What follows belongs to an exercise in optimizing a design on an open flow for small area, a short achievable clock period and few clock cycles; a production flow would make more cautious choices. At most, simulation tests tie the RTL to the original design; equivalence was not proved. Function not checked in runs 2 to 4: the RTL went through the layout flow alone. Power figures rest on the tool's default switching activity, not on a simulated workload.

## flow/config.mk

```make
export PLATFORM = sky130hd
export DESIGN_NAME = MS
export DESIGN_NICKNAME = MS
export VERILOG_FILES = /design/flow/design.v
export SDC_FILE = /design/flow/constraint.sdc
export NUM_CORES = 4
export LEC_CHECK = 0
export CAP_MARGIN = 20
export CORE_MARGIN = 2
export CORE_UTILIZATION = 60
export SLEW_MARGIN = 20
export SYNTH_MEMORY_MAX_BITS = 8192
```

## flow/constraint.sdc

```tcl
create_clock -name core_clock -period 12.0 [get_ports {clk}]
set_input_delay 2.4000 -clock core_clock [delete_from_list [all_inputs] [get_ports {clk}]]
set_output_delay 2.4000 -clock core_clock [all_outputs]
set_load 0.01 [all_outputs]
```

## flow/design.v

```verilog
module RA1SH(Q, CLK, CEN, WEN, A, D, OEN);
output reg [7:0] Q;
input CLK, CEN, WEN, OEN;
input [7:0] A;
input [7:0] D;
reg [7:0] mem [0:255];
always @(posedge CLK) begin
	if (!CEN) begin
		if (!WEN) mem[A] <= D;
		else Q <= mem[A];
	end
end
endmodule
module MS(
	rst_n,
	clk,
	in_valid,
	maze,
	player_x,
	player_y,
	prize_x_1,
	prize_y_1,
	prize_x_2,
	prize_y_2,
	prize_x_3,
	prize_y_3,
	out_valid,
	out_x,
	out_y
);
input rst_n, clk, in_valid;
input [14:0] maze;
input [3:0] player_x, player_y;
input [3:0] prize_x_1, prize_y_1;
input [3:0] prize_x_2, prize_y_2;
input [3:0] prize_x_3, prize_y_3;
output reg out_valid;
output reg [3:0] out_x, out_y;
localparam ST_IDLE  = 3'd0,
           ST_LOAD  = 3'd1,
           ST_INJ   = 3'd2,
           ST_FLOOD = 3'd3,
           ST_CHASE = 3'd4,
           ST_WAIT  = 3'd5;
reg [2:0] st;
reg [3:0] cnt;
reg       ivr;      
reg [2:0] remc;     
reg [2:0] pend;     
reg       clrf;     
reg       ij;
reg [3:0] jx, jy;   
reg [3:0] sx, sy;   
reg [5:0] ci;       
reg [7:0] cr, cc;   
reg [3:0] qx1, qy1, qx2, qy2, qx3, qy3;
reg       wpop;     
reg [3:0] wx, wy;
reg [1:0] wd;
reg [2:0] fm [0:7];
reg [3:0] wp, rp;   
reg [55:0] hw, vw;
wire [6:0] hrow = ~{maze[13], maze[11], maze[9], maze[7], maze[5], maze[3], maze[1]};
wire [7:0] vrow = ~{maze[14], maze[12], maze[10], maze[8], maze[6], maze[4], maze[2], maze[0]};
wire idl = (st == ST_IDLE) || (st == ST_WAIT);
wire ldh = (idl && !ivr) || (st == ST_LOAD && !cnt[0]);
wire ldv = idl || (st == ST_LOAD && cnt[0]);
always @(posedge clk) begin
	if (ldh) hw <= {hrow, hw[55:7]};
	if (ldv) vw <= {vrow, vw[55:8]};
end
wire [2:0] pfirst = pend[0] ? 3'b001 : pend[1] ? 3'b010 : 3'b100;
wire pgo = (st == ST_INJ) || (st == ST_LOAD && cnt >= 4'd11);
wire s_hp = jx[0];
wire s_vp = jy[0];
wire s_nd = ~jx[0] & ~jy[0];
wire [7:0] ca = 8'b1 << jx[3:1];
wire [7:0] ra = 8'b1 << jy[3:1];
wire [7:0] cb = s_hp ? {ca[6:0], 1'b0} : (s_vp ? ca : 8'b0);
wire [7:0] rb = s_vp ? {ra[6:0], 1'b0} : ra;
reg [63:0] R, E, D0, D1;
genvar gi, gj;
generate
for (gj = 0; gj < 8; gj = gj + 1) begin : row
	for (gi = 0; gi < 8; gi = gi + 1) begin : col
		localparam integer N = gj * 8 + gi;
		wire nr = (gi < 7) ? (hw[(gj*7+gi) % 56]    & R[(N+1) % 64]) : 1'b0;
		wire nl = (gi > 0) ? (hw[(gj*7+gi+55) % 56] & R[(N+63) % 64]) : 1'b0;
		wire nd = (gj < 7) ? (vw[(gj*8+gi) % 56]    & R[(N+8) % 64]) : 1'b0;
		wire nu = (gj > 0) ? (vw[(gj*8+gi+48) % 56] & R[(N+56) % 64]) : 1'b0;
		wire er = (gi < 7) ? (hw[(gj*7+gi) % 56]    & E[(N+1) % 64]) : 1'b0;
		wire el = (gi > 0) ? (hw[(gj*7+gi+55) % 56] & E[(N+63) % 64]) : 1'b0;
		wire ed = (gj < 7) ? (vw[(gj*8+gi) % 56]    & E[(N+8) % 64]) : 1'b0;
		wire eu = (gj > 0) ? (vw[(gj*8+gi+48) % 56] & E[(N+56) % 64]) : 1'b0;
		wire anye = er | el | ed | eu;
		wire anyn = nr | nl | nd | nu;
		wire sr = anye ? er : nr;
		wire sl = anye ? el : nl;
		wire sd = anye ? ed : nd;
		wire nax = ~(sr | sl);
		wire nng = nax ? ~sd : sl;
		wire isA = ca[gi] & ra[gj];
		wire isB = cb[gi] & rb[gj];
		wire Rb = R[N] & ~clrf_j;
		wire Eb = E[N] & ~clrf_j;
		always @(posedge clk) begin
			R[N] <= ij ? (Rb | isA | isB) : (R[N] | anyn);
			E[N] <= ij ? (Eb | (isA & s_nd)) : (R[N] | anye);
			if (ij ? ((isA | isB) & ~s_nd & ~Rb) : ~R[N]) begin
				D0[N] <= ij ? s_vp : nax;
				D1[N] <= ij ? isB : nng;
			end
		end
	end
end
endgenerate
reg clrf_j;
function sel64;    
	input [63:0] v;
	input [7:0] r, c;
	integer j;
	begin
		sel64 = 1'b0;
		for (j = 0; j < 8; j = j + 1)
			sel64 = sel64 | (r[j] & |(v[j*8 +: 8] & c));
	end
endfunction
wire s_pv = sy[0];
wire s_node = ~sx[0] & ~sy[0];
wire [5:0] ciB = {sy[3:1] + {2'b00, sy[0]}, sx[3:1] + {2'b00, sx[0]}};
wire [7:0] crB = s_pv ? {cr[6:0], 1'b0} : cr;
wire [7:0] ccB = s_pv ? cc : {cc[6:0], 1'b0};
wire sRA = sel64(R, cr, cc);
wire sEA = sel64(E, cr, cc);
wire sRB = sel64(R, crB, ccB);
wire goA = sRA & (~sRB | sEA);
wire sdet = ~ij & (s_node ? sRA : (sRA | sRB));
wire [1:0] cd = {sel64(D0, cr, cc), sel64(D1, cr, cc)};
wire [2:0] cxp = cd[0] ? ci[2:0] - 3'd1 : ci[2:0] + 3'd1;
wire [2:0] cyp = cd[0] ? ci[5:3] - 3'd1 : ci[5:3] + 3'd1;
wire [5:0] cnext = cd[1] ? {cyp, ci[2:0]} : {ci[5:3], cxp};
function [1:0] pend_at;    
	input [5:0] n;
	input [3:0] x, y;
	begin
		pend_at[1] = ~x[0] & ~y[0] & (n == {y[3:1], x[3:1]});
		pend_at[0] = (x[0] | y[0]) & ((n == {y[3:1], x[3:1]}) ||
		             (n == {y[3:1] + {2'b00, y[0]}, x[3:1] + {2'b00, x[0]}}));
	end
endfunction
wire [1:0] e1 = pend_at(ci, qx1, qy1);
wire [1:0] e2 = pend_at(ci, qx2, qy2);
wire [1:0] e3 = pend_at(ci, qx3, qy3);
wire [2:0] fnode = remc & {e3[1], e2[1], e1[1]};
wire [2:0] fpass = remc & {e3[0], e2[0], e1[0]};
wire fpass_any = ~(|fnode) & (|fpass);
wire [2:0] fid = (|fnode) ? fnode : fpass;
wire found = |fid;
wire [2:0] remc_n = remc & ~fid;
function [2:0] first3;
	input [2:0] m;
	first3 = m[0] ? 3'b001 : m[1] ? 3'b010 : m[2] ? 3'b100 : 3'b000;
endfunction
wire [2:0] rw1 = remc & 3'b110, rw2 = remc & 3'b101, rw3 = remc & 3'b011;
wire [2:0] nf1 = first3(rw1), nf2 = first3(rw2), nf3 = first3(rw3);
wire [2:0] nfirst = (fid[0] ? nf1 : 3'b000) | (fid[1] ? nf2 : 3'b000) | (fid[2] ? nf3 : 3'b000);
wire [2:0] npend = remc_n & ~nfirst;
wire [2:0] cxm = ci[2:0] - 3'd1;
wire [2:0] cym = ci[5:3] - 3'd1;
wire hx = fpass_any & ~cd[1];
wire hy = fpass_any & cd[1];
wire [3:0] fx = hx ? (cd[0] ? {cxm, 1'b1} : {ci[2:0], 1'b1}) : {ci[2:0], 1'b0};
wire [3:0] fy = hy ? (cd[0] ? {cym, 1'b1} : {ci[5:3], 1'b1}) : {ci[5:3], 1'b0};
wire full = (wp[2:0] == rp[2:0]) & (wp[3] ^ rp[3]);
wire empty = (wp == rp);
wire chase = (st == ST_CHASE);
wire c_push = chase & ~(|fnode) & ~full;
wire c_fin = chase & ((|fnode) | ((|fpass) & ~full));
wire d_push = (st == ST_FLOOD) & sdet & ~s_node & ~full;
wire d_go = (st == ST_FLOOD) & sdet & (s_node | ~full);
wire push = c_push | d_push;
wire [2:0] pdat = chase ? {|fpass, cd} : {1'b0, s_pv, goA};
wire w_node = ~wx[0] & ~wy[0];
wire need_pop = w_node | wpop;
wire [2:0] fhead = fm[rp[2:0]];
wire move = need_pop ? ~empty : 1'b1;
wire pop = move & need_pop;
wire [1:0] mdir = need_pop ? fhead[1:0] : wd;
wire [3:0] xi = wx + 4'd1;
wire [3:0] xd = wx - 4'd1;
wire [3:0] yi = wy + 4'd1;
wire [3:0] yd = wy - 4'd1;
wire [3:0] nx = mdir[1] ? wx : (mdir[0] ? xd : xi);
wire [3:0] ny = mdir[1] ? (mdir[0] ? yd : yi) : wy;
wire start = ivr && idl;
always @(posedge clk) begin
	if (push) fm[wp[2:0]] <= pdat;
end
always @(posedge clk or negedge rst_n) begin
	if (!rst_n) begin
		st <= ST_IDLE;
		cnt <= 4'd0;
		ivr <= 1'b0;
		remc <= 3'b000;
		pend <= 3'b000;
		clrf <= 1'b0;
		ij <= 1'b0;
		wpop <= 1'b1;
		wp <= 4'd0;
		rp <= 4'd0;
		out_valid <= 1'b0;
	end else begin
		out_valid <= move;
		ivr <= in_valid;
		ij <= 1'b0;
		if (pgo && pend != 3'b000) begin
			ij <= 1'b1;
			pend <= pend & ~pfirst;
			clrf <= 1'b0;
		end
		if (c_fin && remc_n != 3'b000) ij <= 1'b1;
		if (push) wp <= wp + 4'd1;
		if (pop) rp <= rp + 4'd1;
		if (move) wpop <= pop & fhead[2];
		if (start) begin
			st <= ST_LOAD;
			cnt <= 4'd2;
			remc <= 3'b111;
			pend <= 3'b111;
			clrf <= 1'b1;
			wp <= 4'd0;
			rp <= 4'd0;
		end else begin
			case (st)
			ST_LOAD: begin
				cnt <= cnt + 4'd1;
				if (cnt == 4'd2) begin
					out_valid <= 1'b1;
					wpop <= 1'b1;
				end
				if (cnt == 4'd14) st <= ST_FLOOD;
			end
			ST_INJ: begin
				if ((pend & ~pfirst) == 3'b000) st <= ST_FLOOD;
			end
			ST_FLOOD: begin
				if (d_go) st <= ST_CHASE;
			end
			ST_CHASE: begin
				if (c_fin) begin
					remc <= remc_n;
					if (remc_n == 3'b000) st <= ST_WAIT;
					else begin
						pend <= npend;
						clrf <= 1'b0;
						st <= (npend == 3'b000) ? ST_FLOOD : ST_INJ;
					end
				end
			end
			ST_WAIT: ;
			default: st <= ST_IDLE;
			endcase
		end
	end
end
always @(posedge clk) begin
	if (c_fin) begin
		jx <= nfirst[0] ? qx1 : nfirst[1] ? qx2 : qx3;
		jy <= nfirst[0] ? qy1 : nfirst[1] ? qy2 : qy3;
		clrf_j <= 1'b1;
	end else if (pgo) begin
		jx <= pfirst[0] ? qx1 : pfirst[1] ? qx2 : qx3;
		jy <= pfirst[0] ? qy1 : pfirst[1] ? qy2 : qy3;
		clrf_j <= clrf;
	end
	if (st == ST_LOAD) begin
		qx1 <= prize_x_1; qy1 <= prize_y_1;
		qx2 <= prize_x_2; qy2 <= prize_y_2;
		qx3 <= prize_x_3; qy3 <= prize_y_3;
	end
	if (st == ST_LOAD && cnt == 4'd2) begin
		sx <= player_x; sy <= player_y;
		ci <= {player_y[3:1], player_x[3:1]};
		cr <= 8'b1 << player_y[3:1];
		cc <= 8'b1 << player_x[3:1];
	end else if (d_go) begin
		if (!s_node && !goA) begin
			ci <= ciB;
			cr <= crB;
			cc <= ccB;
		end
	end else if (c_push && !(c_fin && !cd[0])) begin
		ci <= cnext;
		if (cd[1]) cr <= cd[0] ? {1'b0, cr[7:1]} : {cr[6:0], 1'b0};
		else       cc <= cd[0] ? {1'b0, cc[7:1]} : {cc[6:0], 1'b0};
	end
	if (c_fin) begin
		sx <= fx; sy <= fy;
	end
	if (st == ST_LOAD && cnt == 4'd2) begin
		wx <= player_x; wy <= player_y;
		out_x <= player_x; out_y <= player_y;
	end else if (move) begin
		wx <= nx; wy <= ny;
		wd <= mdir;
		out_x <= nx; out_y <= ny;
	end else begin
		out_x <= 4'd0; out_y <= 4'd0;
	end
end
endmodule
```

## flow/flow/run.sh

```bash
#!/bin/bash
# The standard layout (synthesis unchanged), with timing repair aiming
# for a larger setup margin than the default flow settings allow. The full
# output of the make run (yosys, openroad, klayout) goes to standard.log;
# each ORFS step also keeps its own log under orfs/logs.
set -euo pipefail
bash standard.sh SETUP_SLACK_MARGIN=8.5 finish > standard.log 2>&1
```

## flow/standard.sh

```bash
#!/bin/bash
# synth_recipe.tcl (not shown) runs the flow's synth.tcl, then flattens the netlist and writes it again
# the make line also repeats each setting of config.mk as NAME=value (left out here)
make -C /OpenROAD-flow-scripts/flow DESIGN_CONFIG=/design/flow/config.mk WORK_HOME=/design/flow/orfs CLKGATE_MAP_FILE= SYNTH_SCRIPT=/design/flow/synth_recipe.tcl "${@:-finish}"
```

==> results.cfg, run 1 <==
[status]
status = no timing/DRC/antenna violations

[synth]
yosysTopAreaCell = edfxtp_1
yosysUniqueCellTypes = 87
synth-seq-cells = 499
syn_area_sq_mm = 0.0296
async_flop_share = 0.0521
synth_nets = 3213
synthTopCellsByArea = edfxtp_1 34%, a22oi_1 9.3%, dfxtp_1 9.3%
ys.flop_type = edfxtp_1
synthCells = 3133
syn_area_per_cell_sq_um = 9.45
seq_area_frac_synth = 0.455
yosysWarningCount = 1
synth_common_cells = 368 x a22oi_1, 338 x a21oi_1, 336 x edfxtp_1, 257 x clkbuf_1, 218 x nand2_1
synth_edf_count = 336
synth.most_common_cell = a22oi_1
synth_top_area_share = 0.341

[sta]
clock_skew_ns = 0.0394
post-route-period-util = 0.292
finalHoldViolCount = 0
clock.fmax_mhz = 286
layout_min_cycle_time_ns = 3.50
setup_tns_ns = 0
whs_ns = 0.493
rsz0062_at_grt = yes
relSlewSlack = 0.170
finalSetupViolCount = 0
postLayoutSetupSlackWorst_ns = 8.50
drv_slew = 0
tightest_slew_ns = 1.24

[floorplan]
fp-row-count = 81
ios = 59
start_util = 0.606
dieArea_sq_mm = 0.0511
die-height_um = 226
die_w_um = 226
coreArea_sq_mm = 0.0488

[global_routing]
antenna_found_initial = 2
grt_pass1_vias = 25716
grt_overflow = 0
grt.total_usage = 0.415
grt_pass1_wl_um = 159000
grt_max_degree = 211

[worst_setup_path]
path_class = flip-flop to primary output
worstSetupPathDepth = 1
worst_r2r_startpoint = ci[4]
rr_endpoint = fm[2][2]
path_buf_inv = 1
cp_max_fo = 1
critical_path.cell_chain = buf_2
crit_arrival_ns = 1.10
cp-start-kind = flip-flop
reg2reg_depth = 8
slowest_delay_ns = 0.36
critical_path_required_ns = 9.60
critPathTopFamily = flip-flops
end_kind = primary output
endpoint = out_valid
r2r_slack_ns = 8.58
startpoint = out_valid
crit_slowest_cell = dfrtp_1

[flow_run]
drv_cap = 0

[cells_and_area]
multi_input_area_sq_mm = 0.0147
seq_area_sq_mm = 0.0135
area_growth_pct = 9.90
layout-drive-gt1-share = 0.0850
final_core_util = 0.666
nNetsFinal = 3094
n_fill_cell = 3931

[routing]
drtIter0Drc = 5144
routed_wl_um = 108000
vias_per_cell = 7.33
drc = 0
postRouteAntennaNets = 0
wl_per_cell_um = 29.0
firstDrtPassIters = 12
via_count = 27310

[clocking]
postCtsHoldBufs = 0
clkTransAtPathRegs_ns = 0.06
cts_sinks = 499
clockRootBuffer = clkbuf_16
htreeDepth = 2
cts_tree = built
clock_latency_ns = 0.64
clock_path_buffers = 3
cts_buffers = 55

[pwr]
power_density_mw_per_mm2 = 294
intPower_uw = 5370
p_comb_frac = 0.387
ir_drop_v = 0.000207
power_uw = 9570
swShare = 0.439
switchingPower_uw = 4200
p_leak_uw = 0.0119
power_frac_clock = 0.192
power_frac_seq = 0.421

[place]
portBuffers = 58
place_ws_ns = 8.15
dp.final_hpwl_um = 71700
gp_congestion = 1.01

[worst_hold_path]
holdCritPathClass = flip-flop to flip-flop
## through the flow
step | cell area, sq um | instances
final | 32500 | 3725
after global routing | 32500 | 3724
after CTS | 32200 | 3709
after detailed placement | 30300 | 3605
after global placement | 30300 | 3605
after floorplan | 29600 | 3133
## state kept, by name, indices dropped and copies added (netlist names), 6 cells and up
register	flops
D0	64
cr	8
E	64
cc	8
ci	6
vw	56
hw	56
D1	64
fm	24
R	64
## layout by cell type, fill, tap and decap left out, drive strengths merged, types with 34 or more instances in the layout
master | netlist | layout
xor2 | 34 | 34
nor2b | 103 | 103
a221oi | 38 | 38
clkdlybuf4s50 | 0 | 49
a22o | 36 | 36
a21oi | 338 | 338
a21o | 100 | 100
buf | 39 | 69
inv | 115 | 116
nor2 | 217 | 217
a222oi | 61 | 61
a21boi | 49 | 49
o21ai | 155 | 155
mux2i | 37 | 37
edfxtp | 336 | 336
nand4 | 35 | 35
nand2 | 219 | 219
clkbuf | 257 | 79
mux2 | 36 | 36
dfxtp | 137 | 137
a22oi | 368 | 368
o21a | 51 | 51
## power groups by stage
stage | registers (uW) | clock network [uW] | logic, uW
after floorplan | 3160 | 0 | 2980
after global placement | 3970 | 0 | 3420
after detailed placement | 3990 | 0 | 3510
after CTS | 3950 | 1840 | 3530
after global routing | 4060 | 1910 | 4020
final | 4030 | 1840 | 3710
## final cells by class
cell class | instances | share of cell area
antenna | 1 | 0.0000769
clock buffer | 77 | 0.0492
clock inverter | 26 | 0.0106
inverter | 115 | 0.0133
multi-input combinational | 2223 | 0.452
sequential | 499 | 0.415
tap | 664 | 0.0255
timing repair buffer | 120 | 0.0344
## worst min-delay path by stage
stage,start,to,slack [ns],cells after the start
after detailed placement,wp[3],wp[3],0.49,1
after global placement,clrf,clrf_j,0.48,2
after floorplan,clrf,clrf_j,0.46,2
after global routing,wp[3],wp[3],0.52,1
after CTS,wp[3],wp[3],0.49,1
final,wp[3],wp[3],0.49,1
## cell families after synthesis
| logic type | Yosys count | synth area share |
|---|---|---|
| xor gates and xnor gates | 66 | 0.0215 |
| buffers and inverters | 411 | 0.0543 |
| DFF | 499 | 0.455 |
| muxes | 79 | 0.0309 |
| and+or+nand+nor | 711 | 0.115 |
| AOI/OAI and AO/OA | 1337 | 0.310 |
| adders and majority gates | 30 | 0.0132 |
## per-layer routing
metal | track usage | part of all wire | wire, um | up-vias
met4 | 0.261 | 0.068 | 7360 | 2
met3 | 0.112 | 0.13 | 14200 | 452
li1 | - | - | - | 11757
met2 | 0.616 | 0.43 | 46900 | 2149
met5 | 0 | 0.00012 | 13 | -
met1 | 0.539 | 0.37 | 39600 | 12950
## what timing repair did
action,CTS,global route
setup buffers,1,13
gates cloned,0,2
endpoints found under the setup margin,85,111
pin swaps,0,6
resized for setup,43,34
Testbench counts, summed over its fixed seeds: cycles 6,323.
==> inputs of run 2 (changes only) <==
--- a/flow/design.v
+++ b/flow/design.v
@@ -280,7 +280,7 @@
 	end
-	if (st == ST_LOAD && cnt == 4'd2) begin
-		sx <= player_x; sy <= player_y;
-		ci <= {player_y[3:1], player_x[3:1]};
-		cr <= 8'b1 << player_y[3:1];
-		cc <= 8'b1 << player_x[3:1];
+	if (st == ST_LOAD && cnt == 4'd3) begin
+		sx <= wx; sy <= wy;
+		ci <= {wy[3:1], wx[3:1]};
+		cr <= 8'b1 << wy[3:1];
+		cc <= 8'b1 << wx[3:1];
 	end else if (d_go) begin
--- a/flow/config.mk
+++ b/flow/config.mk
@@ -9,3 +9,3 @@
 export CORE_MARGIN = 2
-export CORE_UTILIZATION = 60
+export CORE_UTILIZATION = 75
 export SLEW_MARGIN = 20
==> results.cfg, run 2 <==
[status]
status = no timing/DRC/antenna violations

[global_routing]
grt.total_usage = 0.534
antenna_found_initial = 3
grt_max_degree = 113
grt_pass1_wl_um = 167000
grt_use_met2 = 0.763
use_met3 = 0.215
grt_busiest_layer = met2
met1_usage = 0.658
grt_overflow = 0
grt_pass1_vias = 27947

[floorplan]
die-height_um = 203
fp-row-count = 72
ios = 59
die_w_um = 203
coreArea_sq_mm = 0.0389
dieArea_sq_mm = 0.0412
start_util = 0.763

[worst_hold_path]
min_to = clrf
min_from = clrf
holdPathStages = 1
holdCritPathClass = flip-flop to flip-flop

[worst_setup_path]
cp_max_fo = 35
slowest_delay_ns = 0.56
path_class = flip-flop to flip-flop
critical_path.cell_chain = buf_6, a222oi_1, a21oi_1, nand4b_1, a2111o_1, o41ai_4, a211oi_4, o21a_1, a21oi_4
worstSetupPathDepth = 9
worst_r2r_startpoint = cc[7]
rr_endpoint = cr[5]
crit_slowest_cell = o41ai_4
critical_path_required_ns = 12.28
r2r_slack_ns = 8.42
critPathTopFamily = compound AO/OA/AOI/OAI gates
end_kind = flip-flop
crit_arrival_ns = 3.85
reg2reg_depth = 9
cp-start-kind = flip-flop
path_buf_inv = 1

[synth]
syn_area_sq_mm = 0.0297
syn_area_per_cell_sq_um = 9.47
ys.flop_type = edfxtp_1
synth-seq-cells = 499
yosysTopAreaCell = edfxtp_1
synth_common_cells = 386 x a22oi_1, 336 x edfxtp_1, 333 x a21oi_1, 255 x clkbuf_1, 222 x nor2_1
synth_top_area_share = 0.340
yosysUniqueCellTypes = 85
async_flop_share = 0.0521
synth_edf_count = 336
seq_area_frac_synth = 0.454
synthTopCellsByArea = edfxtp_1 34%, a22oi_1 9.8%, dfxtp_1 9.2%
yosysWarningCount = 1
synth_nets = 3221
synthCells = 3137
synth.most_common_cell = a22oi_1

[clocking]
cts_buffers = 53
htreeDepth = 2
postCtsHoldBufs = 0
clock_path_buffers = 3
cts_sinks = 499
clkTransAtPathRegs_ns = 0.06
clock_latency_ns = 0.66
cts_tree = built
clockRootBuffer = clkbuf_16

[pwr]
ir_drop_v = 0.000250
power_density_mw_per_mm2 = 304
p_leak_uw = 0.0118

[place]
dp.final_hpwl_um = 69000
dp_cells = 3461
place_ws_ns = 7.78
place_area_sq_mm = 0.0302
gp_congestion = 1.00
portBuffers = 58

[sta]
finalSetupViolCount = 0
finalHoldViolCount = 0
relSlewSlack = 0.137
drv_slew = 0
clock_skew_ns = 0.0540
tightest_slew_ns = 1.29
clock.fmax_mhz = 280
setup_tns_ns = 0
rsz0062_at_grt = yes
postLayoutSetupSlackWorst_ns = 8.42
layout_min_cycle_time_ns = 3.58
post-route-period-util = 0.298

[cells_and_area]
final_area_sq_mm = 0.0324
nNetsFinal = 3094
layout_common_cells = 386 x a22oi_1, 336 x edfxtp_1, 327 x a21oi_1, 215 x nor2_1, 208 x nand2_1
area_growth_pct = 9.12
final_common_cell = a22oi_1
final_core_util = 0.833
stdcell_count = 3576
layout-drive-gt1-share = 0.0926

[routing]
via_count = 29386
drc = 0
postRouteAntennaNets = 0
wl_per_cell_um = 31.6
routed_wl_um = 113000
drtIter0Drc = 6847
firstDrtPassIters = 16
vias_per_cell = 8.22

[flow_run]
drv_cap = 0
run 2: cell count changes in the layout (fill, tap and decap cells not counted), sizes merged, moves of 12 or more:
| cell | before | now |
|---|---|---|
| a222oi | 61 | 47 |
| a22oi | 368 | 386 |
| inv | 116 | 93 |
| nand2b | 10 | 24 |
| xor2 | 34 | 22 |
run 2: repair_timing:
item,in CTS,in global routing
pin swaps,1,4
buffers inserted,2,6
resized for setup,59,29
setup endpoints to repair,121,135
cloned,1,3
run 2: cells by family after synthesis:
family	synth area share
buf+inv	0.0511
simple gates	0.120
flops	0.454
mux	0.0343
fa+ha+maj	0.0148
xor+xnor	0.0214
compound gates	0.305
run 2: worst max-delay path by stage:
| stage | from | end | slack [ns] |
|---|---|---|---|
| 6_report | cc[7] | cr[5] | 8.42 |
| 5_1_grt | sy[0] | cr[5] | 8.40 |
| 4_1_cts | out_valid | out_valid | 8.44 |
| 3_5_place_dp | sy[0] | cc[4] | 7.78 |
| 3_3_place_gp | sy[0] | cc[3] | 7.93 |
| 2_1_floorplan | st[0] | hw[0] | 8.38 |
run 2: layout make-up:
class | count | area (sq um)
multi-input cells | 2247 | 15000
flip-flops and latches | 499 | 13500
fillers | 2175 | 6500
clock buffers | 76 | 1540
repair buffers | 116 | 1110
well taps | 518 | 648
inverters | 93 | 353
clock inverters | 24 | 288
diodes | 3 | 7.51
run 2: power breakdown:
group          switching [uW]  internal (uW)
clock                     760           1020
sequential               1130           2750
combinational            2640           1580
run 2: metal layers:
metal	routed length [um]	vias up
met3	20400	967
met5	26	-
li1	-	11714
met2	46400	3419
met4	10700	4
met1	35300	13282
run 2: metrics by stage:
| stage | hold slack (ns) | total power, uW |
|---|---|---|
| 6_report | 0.516 | 9870 |
| 4_1_cts | 0.518 | 9370 |
| 5_1_grt | 0.537 | 10100 |
| 3_3_place_gp | 0.497 | 7300 |
| 2_1_floorplan | 0.484 | 6170 |
| 3_5_place_dp | 0.503 | 7530 |
run 2: worst reg2reg max path: cells and delay by family (launching register included):
kind | cells | cell delay, ns
compound gates | 7 | 2.36
simple gates | 1 | 0.18
flops | 1 | 0.40
buf+inv | 1 | 0.26
==> inputs of run 3 (changes only) <==
--- a/flow/config.mk
+++ b/flow/config.mk
@@ -9,3 +9,3 @@
 export CORE_MARGIN = 2
-export CORE_UTILIZATION = 75
+export CORE_UTILIZATION = 60
 export SLEW_MARGIN = 20
==> results.cfg, run 3 <==
[status]
status = no timing/DRC/antenna violations

[worst_setup_path]
path_class = flip-flop to primary output
end_kind = primary output
cp-start-kind = flip-flop
slowest_delay_ns = 0.35
cp_max_fo = 1
critical_path.cell_chain = buf_2
crit_slowest_cell = dfrtp_1
path_buf_inv = 1
crit_arrival_ns = 1.09
critPathTopFamily = flip-flops
critical_path_required_ns = 9.60

[synth]
syn_area_per_cell_sq_um = 9.47
synthCells = 3137
yosysUniqueCellTypes = 85
syn_area_sq_mm = 0.0297
synthTopCellsByArea = edfxtp_1 34%, a22oi_1 9.8%, dfxtp_1 9.2%
seq_area_frac_synth = 0.454
synth_top_area_share = 0.340
synth_nets = 3221
yosysTopAreaCell = edfxtp_1
ys.flop_type = edfxtp_1
async_flop_share = 0.0521
yosysWarningCount = 1
synth_common_cells = 386 x a22oi_1, 336 x edfxtp_1, 333 x a21oi_1, 255 x clkbuf_1, 222 x nor2_1
synth.most_common_cell = a22oi_1
synth-seq-cells = 499
synth_edf_count = 336

[cells_and_area]
area_growth_pct = 9.32
stdcell_count = 3719
nNetsFinal = 3094
n_fill_cell = 3918
final_common_cell = a22oi_1
antenna_cells = 0
layout_common_cells = 386 x a22oi_1, 336 x edfxtp_1, 328 x a21oi_1, 217 x nor2_1, 208 x nand2_1
layout-drive-gt1-share = 0.0890

[sta]
tightest_slew_ns = 1.26
drv_slew = 0
finalSetupViolCount = 0
layout_min_cycle_time_ns = 3.49
rsz0062_at_grt = yes
whs_ns = 0.545
clock.fmax_mhz = 287
clock_skew_ns = 0.0191
post-route-period-util = 0.291
finalHoldViolCount = 0
setup_tns_ns = 0
relSlewSlack = 0.158

[floorplan]
dieArea_sq_mm = 0.0513
coreArea_sq_mm = 0.0490
die_w_um = 227
fp-row-count = 81
die-height_um = 227
ios = 59
start_util = 0.607

[clocking]
htreeDepth = 2
cts_tree = built
cts_sinks = 499
clkTransAtPathRegs_ns = 0.06
clockRootBuffer = clkbuf_16
cts_buffers = 55
clock_latency_ns = 0.63
clock_path_buffers = 3

[place]
dp_cells = 3608
portBuffers = 58
gp_congestion = 0.978
dp.final_hpwl_um = 71700

[routing]
drc = 0
routed_wl_um = 108000
postRouteAntennaNets = 0
firstDrtPassIters = 12
drtIter0Drc = 5294
wl_per_cell_um = 28.9
via_count = 27402
vias_per_cell = 7.37

[pwr]
power_density_mw_per_mm2 = 293
power_uw = 9530
ir_drop_v = 0.000255
p_leak_uw = 0.0118

[worst_hold_path]
holdCritPathClass = flip-flop to flip-flop

[global_routing]
grt_pass1_vias = 25362
grt_max_degree = 106
grt.total_usage = 0.410
grt_overflow = 0
grt_pass1_wl_um = 158000
antenna_found_initial = 2

[flow_run]
drv_cap = 0
[run 3: metal layers]
metal | vias up | GRT usage | wire [um]
li1 | 11724 | - | -
met1 | 12984 | 0.536 | 39600
met2 | 2231 | 0.616 | 46400
met3 | 461 | 0.0934 | 13800
met4 | 2 | 0.262 | 7780
met5 | - | 0.000978 | 12
[run 3: report_power, final]
group          internal (uW)  total, uW  switching, uW
Clock                   1010       1730            721
Sequential              2750       3870           1120
Combinational           1540       3930           2380
Total                   5300       9530           4230
[run 3: logic make-up after synthesis]
group,count (synthesis),synth area share
fa+ha+maj,34,0.0148
mux,89,0.0343
compound gates,1328,0.305
buf+inv,391,0.0511
xor+xnor,63,0.0214
flops,499,0.454
simple gates,733,0.120
[run 3: path summary, 6_finish.rpt]
path / slack, ns / end / startpoint / depth (start not counted)
min in group asynchronous: 2.17 / rp[1] / rst_n / 2
worst max register to register: 8.53 / R[62] / ij / 4
worst min register to register: 0.55 / clrf / clrf / 1
worst max-delay path: 8.51 / out_valid / out_valid / 1
max in group asynchronous: 9.52 / wpop / rst_n / 2
worst min-delay path: 0.55 / clrf / clrf / 1
[run 3: final cells by class]
cell class              instances  area, sq um  share of cell area
clock buffers                  88         1670              0.0515
clock inverters                14          145             0.00447
inverters                      93          353              0.0109
multi-input cells            2247        15000               0.460
flip-flops and latches        499        13500               0.415
well taps                     664          831              0.0256
repair buffers                114         1030              0.0318
[run 3: what timing repair did]
action	in CTS	in global routing
setup buffers	0	7
gates resized for setup	55	23
cloned	1	1
pin swaps	0	4
endpoints found under the setup margin	127	162
hold buffers	0	0
[run 3: stage by stage]
stage          setup WS [ns]  utilization  area, sq um
2_1_floorplan           8.38            -        29700
3_3_place_gp            7.87        0.621        30400
3_5_place_dp            7.72        0.621        30400
4_1_cts                 8.49        0.660        32300
5_1_grt                 8.45        0.663        32500
6_report                8.51        0.663        32500
[run 3: worst register-to-register path: stages, from the launching register on]
cell	delay [ns]
dfrtp_4	1.06
buf_4	0.81
and2_2	0.73
buf_4	0.55
a21oi_1	0.17
==> inputs of run 4 (changes only) <==
--- a/flow/config.mk
+++ b/flow/config.mk
@@ -10,2 +10,4 @@
 export CORE_UTILIZATION = 60
+export CTS_BUF_LIST = sky130_fd_sc_hd__clkbuf_4 sky130_fd_sc_hd__clkbuf_8
+export CTS_CLUSTER_SIZE = 24
 export SLEW_MARGIN = 20
==> results.cfg, run 4 <==
[synth]
synth_edf_count = 336
syn_area_sq_mm = 0.0297
synth_nets = 3221
yosysUniqueCellTypes = 85
yosysTopAreaCell = edfxtp_1
synth_top_area_share = 0.340
synthTopCellsByArea = edfxtp_1 34%, a22oi_1 9.8%, dfxtp_1 9.2%
synth_mux_area_frac = 0.0343
synth.most_common_cell = a22oi_1
synthCells = 3137
synth-xor-area-share = 0.0214
ys.flop_type = edfxtp_1
yosysWarningCount = 1
synth_simple_gate_area_share = 0.120
synth_fa_ha_area_frac = 0.0148
seq_area_frac_synth = 0.454
syn_area_per_cell_sq_um = 9.47
async_flop_share = 0.0521
synth_compound_area_frac = 0.305
synth_common_cells = 386 x a22oi_1, 336 x edfxtp_1, 333 x a21oi_1, 255 x clkbuf_1, 222 x nor2_1
synth-seq-cells = 499
synth_top_family_by_area = compound AO/OA/AOI/OAI gates

[worst_setup_path]
cp_max_fo = 1
path_class = flip-flop to primary output
slowest_delay_ns = 0.35
path_buf_inv = 1
crit_slowest_cell = dfrtp_1
cp-start-kind = flip-flop
critical_path.cell_chain = buf_2
end_kind = primary output
critical_path_required_ns = 9.60
critPathTopFamily = flip-flops
crit_arrival_ns = 1.20

[sta]
post-route-period-util = 0.300
postLayoutSetupSlackWorst_ns = 8.41
drv_slew = 0
rsz0062_at_grt = yes
relSlewSlack = 0.157
setup_tns_ns = 0
layout_min_cycle_time_ns = 3.60
clock_skew_ns = 0.0306
finalHoldViolCount = 0
clock.fmax_mhz = 278
tightest_slew_ns = 1.26
finalSetupViolCount = 0

[routing]
vias_per_cell = 7.31
via_count = 27708
firstDrtPassIters = 12
drtIter0Drc = 5045
wl_per_cell_um = 28.7
postRouteAntennaNets = 0
routed_wl_um = 109000
drc = 0

[cells_and_area]
antenna_cells = 0
layout-drive-gt1-share = 0.112
n_fill_cell = 3941
layout_common_cells = 386 x a22oi_1, 336 x edfxtp_1, 328 x a21oi_1, 217 x nor2_1, 208 x nand2_1
area_growth_pct = 10.1
final_area_sq_mm = 0.0327
nNetsFinal = 3135
final_common_cell = a22oi_1

[place]
gp_congestion = 0.978
place_area_sq_mm = 0.0304
dp.final_hpwl_um = 71700
place_ws_ns = 7.72
portBuffers = 58

[pwr]
power_frac_clock = 0.181
p_leak_uw = 0.0120
power_frac_seq = 0.404
switchingPower_uw = 4310
ir_drop_v = 0.000254
swShare = 0.449
p_comb_frac = 0.415
intPower_uw = 5290
power_density_mw_per_mm2 = 293

[flow_run]
drv_cap = 0

[floorplan]
dieArea_sq_mm = 0.0513
coreArea_sq_mm = 0.0490
die-height_um = 227
start_util = 0.607
fp-row-count = 81
die_w_um = 227
ios = 59

[global_routing]
antenna_found_initial = 2
grt.total_usage = 0.413
grt_pass1_vias = 25633
grt_pass1_wl_um = 159000
grt_overflow = 0
grt_max_degree = 106

[status]
status = no timing/DRC/antenna violations

[worst_hold_path]
holdCritPathClass = flip-flop to flip-flop

[clocking]
cts_tree = built
cts_sinks = 499
htreeDepth = 3
postCtsHoldBufs = 0
clockRootBuffer = clkbuf_8
clkTransAtPathRegs_ns = 0.06
clock_latency_ns = 0.74
cts_buffers = 90
clock_path_buffers = 3
run 4: per-layer routing:
metal / vias up / share of wire / global-route usage
li1: 11825 / - / -
met1: 13071 / 0.36 / 0.537
met2: 2301 / 0.43 / 0.611
met3: 507 / 0.13 / 0.104
met4: 4 / 0.075 / 0.273
met5: - / 0.00024 / 0
run 4: area by class of cell:
class,count,area [sq um],area share
Timing Repair Buffer,120,1160,0.0355
Clock buffer,135,1670,0.0510
Sequential cell,499,13500,0.412
Tap cell,664,831,0.0254
Multi-Input combinational cell,2247,14900,0.457
Clock inverter,34,260,0.00795
Inverter,93,353,0.0108
run 4: timing repair:
action | CTS | global route
setup buffers | 0 | 11
resized for setup | 56 | 27
cloned | 1 | 3
pin swaps | 1 | 7
endpoints found under the setup margin | 127 | 158
run 4: stage by stage:
stage / cells / hold WS (ns) / util / power (uW)
4_1_cts: 3778 / 0.546 / 0.662 / 9290
3_3_place_gp: 3608 / 0.500 / 0.621 / 7430
5_1_grt: 3792 / 0.556 / 0.668 / 9980
2_1_floorplan: 3137 / 0.484 / - / 6170
3_5_place_dp: 3608 / 0.532 / 0.621 / 7560
6_report: 3792 / 0.543 / 0.668 / 9600
run 4: power groups by stage:
stage	logic (uW)	registers, uW	clock network (uW)
6_report	3990	3870	1740
2_1_floorplan	3030	3140	0
5_1_grt	4270	3900	1810
3_5_place_dp	3720	3840	0
3_3_place_gp	3610	3820	0
4_1_cts	3750	3810	1740
run 4: logic make-up (layout without fill, tap and decap cells):
family	count (synthesis)	in the layout
compound gates	1328	1328
xor+xnor	63	63
fa+ha+maj	34	34
buf+inv	391	382
flops	499	499
mux	89	89
simple gates	733	733
run 4: path summary, 6_finish.rpt:
kind                           start        end  slack, ns  depth (start not counted)
min in group asynchronous      rst_n      rp[1]       2.06                          2
min reg2reg                     clrf       clrf       0.54                          1
min                             clrf       clrf       0.54                          1
max in group asynchronous      rst_n         ij       9.61                          2
max                        out_valid  out_valid       8.41                          1
max reg2reg                    cc[6]      cr[7]       8.54                         10
==> inputs of run 5 (changes only) <==
--- a/flow/design.v
+++ b/flow/design.v
@@ -52,3 +52,3 @@
 reg [3:0] jx, jy;   
-reg [3:0] sx, sy;   
+reg       sxo, syo;  
 reg [5:0] ci;       
@@ -57,3 +57,2 @@
 reg       wpop;     
-reg [3:0] wx, wy;
 reg [1:0] wd;
@@ -127,5 +126,5 @@
 endfunction
-wire s_pv = sy[0];
-wire s_node = ~sx[0] & ~sy[0];
-wire [5:0] ciB = {sy[3:1] + {2'b00, sy[0]}, sx[3:1] + {2'b00, sx[0]}};
+wire s_pv = syo;
+wire s_node = ~sxo & ~syo;
+wire [5:0] ciB = ci + (s_pv ? 6'd8 : 6'd1);
 wire [7:0] crB = s_pv ? {cr[6:0], 1'b0} : cr;
@@ -167,8 +166,4 @@
 wire [2:0] npend = remc_n & ~nfirst;
-wire [2:0] cxm = ci[2:0] - 3'd1;
-wire [2:0] cym = ci[5:3] - 3'd1;
 wire hx = fpass_any & ~cd[1];
 wire hy = fpass_any & cd[1];
-wire [3:0] fx = hx ? (cd[0] ? {cxm, 1'b1} : {ci[2:0], 1'b1}) : {ci[2:0], 1'b0};
-wire [3:0] fy = hy ? (cd[0] ? {cym, 1'b1} : {ci[5:3], 1'b1}) : {ci[5:3], 1'b0};
 wire full = (wp[2:0] == rp[2:0]) & (wp[3] ^ rp[3]);
@@ -182,3 +177,3 @@
 wire [2:0] pdat = chase ? {|fpass, cd} : {1'b0, s_pv, goA};
-wire w_node = ~wx[0] & ~wy[0];
+wire w_node = ~out_x[0] & ~out_y[0];
 wire need_pop = w_node | wpop;
@@ -188,8 +183,8 @@
 wire [1:0] mdir = need_pop ? fhead[1:0] : wd;
-wire [3:0] xi = wx + 4'd1;
-wire [3:0] xd = wx - 4'd1;
-wire [3:0] yi = wy + 4'd1;
-wire [3:0] yd = wy - 4'd1;
-wire [3:0] nx = mdir[1] ? wx : (mdir[0] ? xd : xi);
-wire [3:0] ny = mdir[1] ? (mdir[0] ? yd : yi) : wy;
+wire [3:0] xi = out_x + 4'd1;
+wire [3:0] xd = out_x - 4'd1;
+wire [3:0] yi = out_y + 4'd1;
+wire [3:0] yd = out_y - 4'd1;
+wire [3:0] nx = mdir[1] ? out_x : (mdir[0] ? xd : xi);
+wire [3:0] ny = mdir[1] ? (mdir[0] ? yd : yi) : out_y;
 wire start = ivr && idl;
@@ -281,6 +276,6 @@
 	if (st == ST_LOAD && cnt == 4'd3) begin
-		sx <= wx; sy <= wy;
-		ci <= {wy[3:1], wx[3:1]};
-		cr <= 8'b1 << wy[3:1];
-		cc <= 8'b1 << wx[3:1];
+		sxo <= out_x[0]; syo <= out_y[0];
+		ci <= {out_y[3:1], out_x[3:1]};
+		cr <= 8'b1 << out_y[3:1];
+		cc <= 8'b1 << out_x[3:1];
 	end else if (d_go) begin
@@ -297,13 +292,9 @@
 	if (c_fin) begin
-		sx <= fx; sy <= fy;
+		sxo <= hx; syo <= hy;
 	end
 	if (st == ST_LOAD && cnt == 4'd2) begin
-		wx <= player_x; wy <= player_y;
 		out_x <= player_x; out_y <= player_y;
 	end else if (move) begin
-		wx <= nx; wy <= ny;
-		wd <= mdir;
 		out_x <= nx; out_y <= ny;
-	end else begin
-		out_x <= 4'd0; out_y <= 4'd0;
+		wd <= mdir;
 	end
--- a/flow/flow/run.sh
+++ b/flow/flow/run.sh
@@ -6,2 +6,2 @@
 set -euo pipefail
-bash standard.sh SETUP_SLACK_MARGIN=8.5 finish > standard.log 2>&1
+bash standard.sh SETUP_SLACK_MARGIN=8 finish > standard.log 2>&1
--- a/flow/config.mk
+++ b/flow/config.mk
@@ -10,4 +10,2 @@
 export CORE_UTILIZATION = 60
-export CTS_BUF_LIST = sky130_fd_sc_hd__clkbuf_4 sky130_fd_sc_hd__clkbuf_8
-export CTS_CLUSTER_SIZE = 24
 export SLEW_MARGIN = 20
==> results.cfg, run 5 <==
[cells_and_area]
layout_common_cells = 373 x a22oi_1, 330 x edfxtp_1, 328 x a21oi_1, 215 x nor2_1, 187 x nand2_1
seq_area_sq_mm = 0.0132
nNetsFinal = 3016
antenna_cells = 0
n_fill_cell = 3803
final_common_cell = a22oi_1
layout-drive-gt1-share = 0.0751
area_growth_pct = 8.69
multi_input_area_sq_mm = 0.0146

[synth]
synth_edf_count = 330
synth-seq-cells = 485
synth_nets = 3146
seq_area_frac_synth = 0.450
yosysUniqueCellTypes = 97
syn_area_sq_mm = 0.0292
synth_common_cells = 373 x a22oi_1, 330 x edfxtp_1, 328 x a21oi_1, 247 x clkbuf_1, 217 x nor2_1
syn_area_per_cell_sq_um = 9.51
yosysWarningCount = 1
yosysTopAreaCell = edfxtp_1
synth_top_area_share = 0.340
synthCells = 3069
synth.most_common_cell = a22oi_1
async_flop_share = 0.0536
ys.flop_type = edfxtp_1
synthTopCellsByArea = edfxtp_1 34%, a22oi_1 9.6%, dfxtp_1 8.8%

[sta]
setup_tns_ns = 0
finalSetupViolCount = 0
post-route-period-util = 0.328
tightest_slew_ns = 1.24
whs_ns = 0.518
clock.fmax_mhz = 254
clock_skew_ns = 0.0150
drv_slew = 0
relSlewSlack = 0.169
layout_min_cycle_time_ns = 3.93
rsz0062_at_grt = no
finalHoldViolCount = 0

[floorplan]
fp-row-count = 80
start_util = 0.610
ios = 59
die-height_um = 225
dieArea_sq_mm = 0.0504
die_w_um = 225
coreArea_sq_mm = 0.0478

[worst_setup_path]
cp-start-kind = flip-flop
startpoint = out_x[2]
path_class = flip-flop to primary output
end_kind = primary output
slowest_delay_ns = 0.55
crit_arrival_ns = 1.53
endpoint = out_x[2]
worst_r2r_startpoint = ij
critical_path_required_ns = 9.60
critPathTopFamily = buffers and inverters
crit_slowest_cell = clkdlybuf4s50_1
reg2reg_depth = 5
worstSetupPathDepth = 1
path_buf_inv = 1
r2r_slack_ns = 8.14
critical_path.cell_chain = clkdlybuf4s50_1
cp_max_fo = 2
rr_endpoint = D0[43]

[clocking]
clock_latency_ns = 0.62
cts_sinks = 485
clkTransAtPathRegs_ns = 0.06
cts_buffers = 53
htreeDepth = 2
postCtsHoldBufs = 0
clock_path_buffers = 3
cts_tree = built
clockRootBuffer = clkbuf_16

[pwr]
swShare = 0.451
ir_drop_v = 0.000323
switchingPower_uw = 4660
intPower_uw = 5660
p_leak_uw = 0.0114
power_frac_seq = 0.421
power_density_mw_per_mm2 = 325
p_comb_frac = 0.408
power_frac_clock = 0.171

[routing]
via_count = 26995
drtIter0Drc = 4744
wl_per_cell_um = 29.1
drc = 0
firstDrtPassIters = 12
routed_wl_um = 105000
vias_per_cell = 7.50
postRouteAntennaNets = 0

[flow_run]
drv_cap = 0

[place]
gp_congestion = 0.959
portBuffers = 58
dp.final_hpwl_um = 69800

[global_routing]
grt_overflow = 0
grt_pass1_vias = 25316
grt_max_degree = 89
grt.total_usage = 0.404
antenna_found_initial = 2
grt_pass1_wl_um = 155000

[worst_hold_path]
holdCritPathClass = flip-flop to flip-flop

[status]
status = no timing/DRC/antenna violations
[run 5: cell type report]
| type | instances | share of cell area |
|---|---|---|
| inverters | 89 | 0.0105 |
| clock inverters | 26 | 0.0109 |
| multi-input cells | 2196 | 0.460 |
| clock buffers | 74 | 0.0475 |
| flip-flops and latches | 485 | 0.415 |
| well taps | 615 | 0.0243 |
| repair buffers | 114 | 0.0318 |
[run 5: kinds of logic after synthesis]
| family | share of synthesized area |
|---|---|
| adder cells (fa/ha/maj) | 0.0126 |
| multiplexers | 0.0329 |
| XOR/XNOR | 0.0213 |
| buffers and inverters | 0.0526 |
| AO/OA/AOI/OAI | 0.314 |
| flip-flops | 0.450 |
| AND/OR/NAND/NOR | 0.116 |
[run 5: worst min-delay path by stage]
stage / startpoint / to / depth (start not counted)
6_report: clrf / clrf_j / 2
5_1_grt: clrf / clrf / 1
4_1_cts: clrf / clrf_j / 2
3_5_place_dp: clrf / clrf_j / 2
3_3_place_gp: clrf / clrf_j / 2
2_1_floorplan: clrf / clrf_j / 2
[run 5: what timing repair did]
| action | CTS | global route |
|---|---|---|
| setup endpoints to repair | 19 | 80 |
| buffers inserted | 8 | 1 |
| resized for setup | 1 | 2 |
| cloned | 0 | 0 |
| hold endpoints to repair | 0 | 0 |
[run 5: power groups by stage]
stage | registers, uW | clock network (uW) | logic (uW)
floorplan | 3320 | 0 | 3480
global placement | 4300 | 0 | 3880
detailed placement | 4320 | 0 | 3990
CTS | 4250 | 1760 | 4060
global route | 4370 | 1820 | 4550
finish | 4340 | 1770 | 4210
[run 5: layer usage]
layer / routed length, um / vias to the layer above / GRT usage
met5: 0 / - / 0
met4: 6830 / 0 / 0.229
met3: 13200 / 459 / 0.0929
met2: 45700 / 2231 / 0.619
met1: 39000 / 12784 / 0.531
li1: - / 11521 / -
[run 5: per-stage QoR]
stage / util / cells / area (sq um) / worst slack [ns] / power [uW]
after global placement: 0.622 / 3489 / 29800 / 7.87 / 8180
after global routing: 0.663 / 3599 / 31700 / 8.01 / 10700
final: 0.663 / 3599 / 31700 / 8.07 / 10300
after floorplan: - / 3069 / 29200 / 8.43 / 6800
after CTS: 0.662 / 3597 / 31700 / 8.02 / 10100
after detailed placement: 0.622 / 3489 / 29800 / 7.79 / 8310
Testbench counts of run 5, summed over its fixed seeds: cycles 6,323.
==> inputs of run 6 (changes only) <==
--- a/flow/flow/run.sh
+++ b/flow/flow/run.sh
@@ -6,2 +6,2 @@
 set -euo pipefail
-bash standard.sh SETUP_SLACK_MARGIN=8 finish > standard.log 2>&1
+bash standard.sh SETUP_SLACK_MARGIN=8.5 finish > standard.log 2>&1
==> results.cfg, run 6 <==
[worst_setup_path]
slowest_delay_ns = 0.40
rr_endpoint = cc[1]
worst_r2r_startpoint = cc[6]
critPathTopFamily = flip-flops
path_class = flip-flop to primary output
path_buf_inv = 1
critical_path.cell_chain = buf_2
worstSetupPathDepth = 1
r2r_slack_ns = 8.56
crit_arrival_ns = 1.18
critical_path_required_ns = 9.60
end_kind = primary output
crit_slowest_cell = edfxtp_1
cp_max_fo = 2
reg2reg_depth = 9
cp-start-kind = flip-flop

[global_routing]
grt_overflow = 0
grt_pass1_wl_um = 157000
grt.total_usage = 0.411
grt_max_degree = 173
grt_pass1_vias = 25484
antenna_found_initial = 1

[worst_hold_path]
min_to = clrf_j
min_from = clrf
holdCritPathClass = flip-flop to flip-flop
holdPathStages = 2

[cells_and_area]
layout-drive-gt1-share = 0.0894
nNetsFinal = 3039
area_growth_pct = 9.54
antenna_cells = 0
stdcell_count = 3623
layout_common_cells = 373 x a22oi_1, 330 x edfxtp_1, 327 x a21oi_1, 213 x nor2_1, 187 x nand2_1
final_common_cell = a22oi_1

[sta]
setup_tns_ns = 0
drv_slew = 0
relSlewSlack = 0.240
tightest_slew_ns = 1.13
clock_skew_ns = 0.0181
finalHoldViolCount = 0
post-route-period-util = 0.299
clock.fmax_mhz = 279
rsz0062_at_grt = yes
finalSetupViolCount = 0
layout_min_cycle_time_ns = 3.58

[floorplan]
fp-row-count = 80
ios = 59
coreArea_sq_mm = 0.0478
dieArea_sq_mm = 0.0504
die-height_um = 225
start_util = 0.610
die_w_um = 225

[routing]
firstDrtPassIters = 9
postRouteAntennaNets = 0
drtIter0Drc = 4641
wl_per_cell_um = 29.5
drc = 0
routed_wl_um = 107000
via_count = 27269
vias_per_cell = 7.53

[synth]
yosysUniqueCellTypes = 97
yosysWarningCount = 1
synthTopCellsByArea = edfxtp_1 34%, a22oi_1 9.6%, dfxtp_1 8.8%
syn_area_per_cell_sq_um = 9.51
synth_top_area_share = 0.340
synthCells = 3069
syn_area_sq_mm = 0.0292
synth_nets = 3146
ys.flop_type = edfxtp_1
synth_edf_count = 330
synth_common_cells = 373 x a22oi_1, 330 x edfxtp_1, 328 x a21oi_1, 247 x clkbuf_1, 217 x nor2_1
synth.most_common_cell = a22oi_1
async_flop_share = 0.0536
synth-seq-cells = 485
yosysTopAreaCell = edfxtp_1
seq_area_frac_synth = 0.450

[place]
dp_cells = 3491
dp.final_hpwl_um = 70900
gp_congestion = 0.959
portBuffers = 58

[clocking]
clock_path_buffers = 3
clock_latency_ns = 0.64
htreeDepth = 2
cts_sinks = 485
cts_tree = built
clockRootBuffer = clkbuf_16
cts_buffers = 54
clkTransAtPathRegs_ns = 0.06

[status]
status = no timing/DRC/antenna violations

[pwr]
p_leak_uw = 0.0116
power_density_mw_per_mm2 = 324
ir_drop_v = 0.000220

[flow_run]
drv_cap = 0
## run 6: cell counts after synthesis
No cell type changed its count.
## run 6: logic make-up after synthesis
kind of cell,synth area share
compound gates,0.314
xor+xnor,0.0213
fa+ha+maj,0.0126
buf+inv,0.0526
flops,0.450
mux,0.0329
simple gates,0.116
## run 6: final cells by class
cell class | count | area, sq um
fillers | 3890 | 15900
multi-input cells | 2197 | 14700
flip-flops and latches | 485 | 13200
clock buffers | 72 | 1520
repair buffers | 135 | 1210
well taps | 615 | 769
inverters | 89 | 334
clock inverters | 30 | 290
## run 6: metrics by stage
step	power (uW)	hold WS, ns	util	area, sq um	setup slack (ns)
after floorplan	6800	0.459	-	29200	8.73
after global placement	8220	0.498	0.623	29800	8.01
after detailed placement	8360	0.504	0.623	29800	7.86
after CTS	10100	0.518	0.663	31700	8.40
after global routing	10800	0.541	0.668	32000	8.38
final	10400	0.514	0.668	32000	8.42
## run 6: where the power goes
group          total (uW)  switching (uW)  internal (uW)
sequential           4330            1440           2890
combinational        4310            2560           1750
clock                1720             722            999
total               10400            4720           5640
## run 6: worst max path at each step
| stage | from | endpoint | slack (ns) |
|---|---|---|---|
| floorplan | cc[3] | ci[3] | 8.73 |
| global placement | syo | cc[0] | 8.01 |
| detailed placement | syo | cc[1] | 7.86 |
| CTS | out_y[0] | out_y[0] | 8.40 |
| global route | out_y[0] | out_y[0] | 8.38 |
| finish | out_y[0] | out_y[0] | 8.42 |
## run 6: layer usage
metal	vias to the layer above	part of all wire	track usage
li1	11560	-	-
met1	13133	0.37	0.533
met2	2078	0.43	0.619
met3	496	0.13	0.112
met4	2	0.069	0.244
met5	-	0.00010	0
## run 6: repair_timing
action	in CTS	in global routing
hold buffers	0	0
endpoints found under the setup margin	71	154
pin swaps	0	2
cloned	0	2
gates resized for setup	50	16
setup buffers	12	15
==> inputs of run 7 (changes only) <==
--- a/flow/design.v
+++ b/flow/design.v
@@ -51,3 +51,6 @@
 reg       ij;
-reg [3:0] jx, jy;   
+reg [2:0] jx, jy;   
+reg       jnd;      
+reg [1:0] jd;       
+reg       half;     
 reg       sxo, syo;  
@@ -71,10 +74,11 @@
 wire [2:0] pfirst = pend[0] ? 3'b001 : pend[1] ? 3'b010 : 3'b100;
-wire pgo = (st == ST_INJ) || (st == ST_LOAD && cnt >= 4'd11);
-wire s_hp = jx[0];
-wire s_vp = jy[0];
-wire s_nd = ~jx[0] & ~jy[0];
-wire [7:0] ca = 8'b1 << jx[3:1];
-wire [7:0] ra = 8'b1 << jy[3:1];
-wire [7:0] cb = s_hp ? {ca[6:0], 1'b0} : (s_vp ? ca : 8'b0);
-wire [7:0] rb = s_vp ? {ra[6:0], 1'b0} : ra;
+wire [3:0] px_s = pfirst[0] ? qx1 : pfirst[1] ? qx2 : qx3;
+wire [3:0] py_s = pfirst[0] ? qy1 : pfirst[1] ? qy2 : qy3;
+wire p_nd = ~px_s[0] & ~py_s[0];
+wire consume = p_nd | half;
+wire [2:0] nops = 3'd3 + {2'b00, qx1[0] | qy1[0]} + {2'b00, qx2[0] | qy2[0]} +
+                  {2'b00, qx3[0] | qy3[0]};
+wire pgo = (st == ST_INJ) || (st == ST_LOAD && cnt >= 4'd14 - {1'b0, nops});
+wire [7:0] ca = 8'b1 << jx;
+wire [7:0] ra = 8'b1 << jy;
 reg [63:0] R, E, D0, D1;
@@ -95,9 +99,9 @@
 		wire anyn = nr | nl | nd | nu;
-		wire sr = anye ? er : nr;
-		wire sl = anye ? el : nl;
-		wire sd = anye ? ed : nd;
-		wire nax = ~(sr | sl);
-		wire nng = nax ? ~sd : sl;
+		wire axe = ~(er | el);
+		wire nge = axe ? ~ed : el;
+		wire axn = ~(nr | nl);
+		wire ngn = axn ? ~nd : nl;
+		wire nax = anye ? axe : axn;
+		wire nng = anye ? nge : ngn;
 		wire isA = ca[gi] & ra[gj];
-		wire isB = cb[gi] & rb[gj];
 		wire Rb = R[N] & ~clrf_j;
@@ -105,7 +109,7 @@
 		always @(posedge clk) begin
-			R[N] <= ij ? (Rb | isA | isB) : (R[N] | anyn);
-			E[N] <= ij ? (Eb | (isA & s_nd)) : (R[N] | anye);
-			if (ij ? ((isA | isB) & ~s_nd & ~Rb) : ~R[N]) begin
-				D0[N] <= ij ? s_vp : nax;
-				D1[N] <= ij ? isB : nng;
+			R[N] <= ij ? (Rb | isA) : (R[N] | anyn);
+			E[N] <= ij ? (Eb | (isA & jnd)) : (R[N] | anye);
+			if (ij ? (isA & ~jnd & ~Rb) : ~R[N]) begin
+				D0[N] <= ij ? jd[1] : nax;
+				D1[N] <= ij ? jd[0] : nng;
 			end
@@ -165,3 +169,6 @@
 wire [2:0] nfirst = (fid[0] ? nf1 : 3'b000) | (fid[1] ? nf2 : 3'b000) | (fid[2] ? nf3 : 3'b000);
-wire [2:0] npend = remc_n & ~nfirst;
+wire [3:0] nx_s = nfirst[0] ? qx1 : nfirst[1] ? qx2 : qx3;
+wire [3:0] ny_s = nfirst[0] ? qy1 : nfirst[1] ? qy2 : qy3;
+wire n_nd = ~nx_s[0] & ~ny_s[0];
+wire [2:0] npend = n_nd ? (remc_n & ~nfirst) : remc_n;
 wire hx = fpass_any & ~cd[1];
@@ -200,2 +207,3 @@
 		pend <= 3'b000;
+		half <= 1'b0;
 		clrf <= 1'b0;
@@ -212,3 +220,4 @@
 			ij <= 1'b1;
-			pend <= pend & ~pfirst;
+			half <= ~consume;
+			if (consume) pend <= pend & ~pfirst;
 			clrf <= 1'b0;
@@ -224,2 +233,3 @@
 			pend <= 3'b111;
+			half <= 1'b0;
 			clrf <= 1'b1;
@@ -238,3 +248,3 @@
 			ST_INJ: begin
-				if ((pend & ~pfirst) == 3'b000) st <= ST_FLOOD;
+				if (consume && (pend & ~pfirst) == 3'b000) st <= ST_FLOOD;
 			end
@@ -249,2 +259,3 @@
 						pend <= npend;
+						half <= ~n_nd;
 						clrf <= 1'b0;
@@ -262,8 +273,12 @@
 	if (c_fin) begin
-		jx <= nfirst[0] ? qx1 : nfirst[1] ? qx2 : qx3;
-		jy <= nfirst[0] ? qy1 : nfirst[1] ? qy2 : qy3;
+		jx <= nx_s[3:1];
+		jy <= ny_s[3:1];
+		jnd <= n_nd;
+		jd <= {ny_s[0], 1'b0};
 		clrf_j <= 1'b1;
 	end else if (pgo) begin
-		jx <= pfirst[0] ? qx1 : pfirst[1] ? qx2 : qx3;
-		jy <= pfirst[0] ? qy1 : pfirst[1] ? qy2 : qy3;
+		jx <= px_s[3:1] + {2'b00, half & px_s[0]};
+		jy <= py_s[3:1] + {2'b00, half & py_s[0]};
+		jnd <= p_nd;
+		jd <= {py_s[0], half};
 		clrf_j <= clrf;
--- a/flow/flow/run.sh
+++ b/flow/flow/run.sh
@@ -6,2 +6,2 @@
 set -euo pipefail
-bash standard.sh SETUP_SLACK_MARGIN=8.5 finish > standard.log 2>&1
+bash standard.sh SETUP_SLACK_MARGIN=8.7 finish > standard.log 2>&1
==> results.cfg, run 7 <==
[status]
status = no timing/DRC/antenna violations

[routing]
vias_per_cell = 7.89
firstDrtPassIters = 12
routed_wl_um = 111000
drtIter0Drc = 5008
wl_per_cell_um = 32.4
via_count = 27087
drc = 0
postRouteAntennaNets = 0

[synth]
synthCells = 2853
synth_edf_count = 330
synth_compound_area_frac = 0.298
seq_area_frac_synth = 0.476
synth_top_family_by_area = compound AO/OA/AOI/OAI gates
yosysWarningCount = 1
synth_mux_area_frac = 0.0359
synthTopCellsByArea = edfxtp_1 36%, dfxtp_1 9.4%, a22oi_1 7.2%
yosysUniqueCellTypes = 94
ys.flop_type = edfxtp_1
async_flop_share = 0.0554
synth.most_common_cell = edfxtp_1
syn_area_per_cell_sq_um = 9.71
yosysTopAreaCell = edfxtp_1
syn_area_sq_mm = 0.0277
synth-seq-cells = 487
synth-xor-area-share = 0.0202
synth_fa_ha_area_frac = 0.0171
synth_simple_gate_area_share = 0.108
synth_top_area_share = 0.358
synth_nets = 2937
synth_common_cells = 330 x edfxtp_1, 286 x nand2_1, 267 x a22oi_1, 263 x a21oi_1, 220 x clkbuf_1

[sta]
relSlewSlack = 0.244
post-route-period-util = 0.300
rsz0062_at_grt = yes
layout_min_cycle_time_ns = 3.60
clock_skew_ns = 0.0406
setup_tns_ns = 0
finalHoldViolCount = 0
tightest_slew_ns = 1.13
drv_slew = 0
finalSetupViolCount = 0
clock.fmax_mhz = 278

[cells_and_area]
area_growth_pct = 11.8
layout-drive-gt1-share = 0.111
final_common_cell = edfxtp_1
final_core_util = 0.681
layout_common_cells = 330 x edfxtp_1, 282 x nand2_1, 264 x a22oi_1, 261 x a21oi_1, 164 x nor2_1
nNetsFinal = 2873
n_fill_cell = 3530
stdcell_count = 3435

[clocking]
clockRootBuffer = clkbuf_16
cts_buffers = 53
postCtsHoldBufs = 0
clkTransAtPathRegs_ns = 0.06
clock_path_buffers = 3
cts_tree = built
clock_latency_ns = 0.64
cts_sinks = 487
htreeDepth = 2

[place]
portBuffers = 58
dp_cells = 3281
dp.final_hpwl_um = 70200
gp_congestion = 1.02

[worst_setup_path]
path_buf_inv = 1
critical_path.cell_chain = buf_2
critical_path_required_ns = 9.60
crit_arrival_ns = 1.20
crit_slowest_cell = edfxtp_1
startpoint = out_x[3]
critPathTopFamily = flip-flops
end_kind = primary output
cp_max_fo = 2
worst_r2r_startpoint = syo
path_class = flip-flop to primary output
slowest_delay_ns = 0.42
cp-start-kind = flip-flop

[pwr]
power_density_mw_per_mm2 = 305
ir_drop_v = 0.000207
p_leak_uw = 0.0111

[global_routing]
grt_max_degree = 90
grt_pass1_vias = 25126
grt_pass1_wl_um = 160000
grt_overflow = 0
grt.total_usage = 0.449
antenna_found_initial = 3

[floorplan]
ios = 59
die-height_um = 219
coreArea_sq_mm = 0.0455
dieArea_sq_mm = 0.0479
start_util = 0.609
die_w_um = 219
fp-row-count = 78

[flow_run]
drv_cap = 0

[worst_hold_path]
holdCritPathClass = flip-flop to flip-flop
min_from = wp[3]
[run 7: cell types whose count changed after synthesis, moves of 48 or more]
| cell | delta |
|---|---|
| nand2_1 | +97 |
| a22oi_1 | -106 |
| a21o_1 | -72 |
| a21oi_1 | -65 |
| o31ai_1 | +85 |
| o21ai_0 | -57 |
| a211oi_1 | +75 |
| nor2b_1 | -103 |
| a31oi_1 | +48 |
[run 7: final timing paths]
| kind | end | slack [ns] | depth (start not counted) |
|---|---|---|---|
| worst max register to register | cc[0] | 8.71 | 11 |
| worst min-delay path | wp[3] | 0.50 | 1 |
| worst min register to register | wp[3] | 0.50 | 1 |
| worst max-delay path | out_x[3] | 8.40 | 1 |
| min in group asynchronous | rp[0] | 2.19 | 2 |
| max in group asynchronous | ij | 9.49 | 2 |
[run 7: kinds of logic after synthesis]
kind of cell	count (synthesis)
muxes	86
buffers and inverters	320
DFF	487
AOI/OAI and AO/OA	1201
and+or+nand+nor	660
adders and majority gates	35
xor gates and xnor gates	64
[run 7: where the power goes]
part	switching [uW]	total, uW	internal, uW
combinational	2370	3790	1420
sequential	1210	3930	2710
clock	711	1730	1020
[run 7: cell type report]
| cell class | count | area (sq um) | share of cell area |
|---|---|---|---|
| multi-input combinational | 2048 | 13600 | 0.438 |
| sequential | 487 | 13200 | 0.426 |
| clock buffer | 77 | 1510 | 0.0487 |
| timing repair buffer | 152 | 1470 | 0.0475 |
| tap | 600 | 751 | 0.0242 |
| clock inverter | 21 | 280 | 0.00905 |
| inverter | 47 | 193 | 0.00622 |
| antenna | 3 | 7.51 | 0.000242 |
[run 7: layer usage]
layer,share of wire,GRT usage
met1,0.35,0.581
met2,0.42,0.653
met3,0.15,0.138
met4,0.077,0.293
met5,0,0
[run 7: what timing repair did]
item	CTS	global route
pin swaps	4	19
cloned	3	5
gates resized for setup	83	30
buffers inserted	28	17
endpoints found under the setup margin	140	103
[run 7: through the flow]
step | setup slack, ns | power, uW | hold WS [ns] | instance area (sq um)
after floorplan | 8.70 | 5940 | 0.468 | 27700
after global placement | 7.61 | 7230 | 0.492 | 28400
after detailed placement | 7.54 | 7330 | 0.502 | 28400
after CTS | 8.39 | 9130 | 0.504 | 30600
after global routing | 8.39 | 9750 | 0.548 | 31000
final | 8.40 | 9450 | 0.502 | 31000
Testbench counts of run 7, summed over its fixed seeds: cycles 6,411.

[port drivers added, routing unchanged]
The flow's constraints put no driver on any port. The routed layouts listed below were extracted and timed again, unchanged, in two steps.
Step 1, drivers: a clkbuf_16 drives clk and a buf_2 each remaining input, both assumed.
Step 2 times the ports against the registers' clock, not the clock port: input delays grow and output delays shrink by t, the midpoint of the rising clock arrivals with the driver on.
a / b / c = ideal ports / drivers / drivers and shift; a / b = the first two.
run	shift t [ns]	setup WS [ns]	latest minus earliest clock arrival (ns)	worst data-port slew with drivers (ns)
run 1	0.690	8.499 / 8.430 / 8.070	0.040 / 0.040	0.05
run 2	0.691	8.423 / 8.369 / 8.365	0.055 / 0.055	0.05
run 3	0.684	8.512 / 8.443 / 8.533	0.020 / 0.020	0.06
run 4	0.782	8.405 / 8.347 / 8.545	0.031 / 0.031	0.06
run 5	0.679	8.067 / 8.003 / 8.137	0.018 / 0.018	0.06
run 6	0.692	8.416 / 8.352 / 8.564	0.021 / 0.021	0.05
run 7	0.681	8.403 / 8.342 / 8.631	0.040 / 0.041	0.05
After both steps every run listed still meets setup and hold. The setup slack of run 1, which loses most, moves by -0.069 ns with the drivers and by -0.429 ns with both steps.
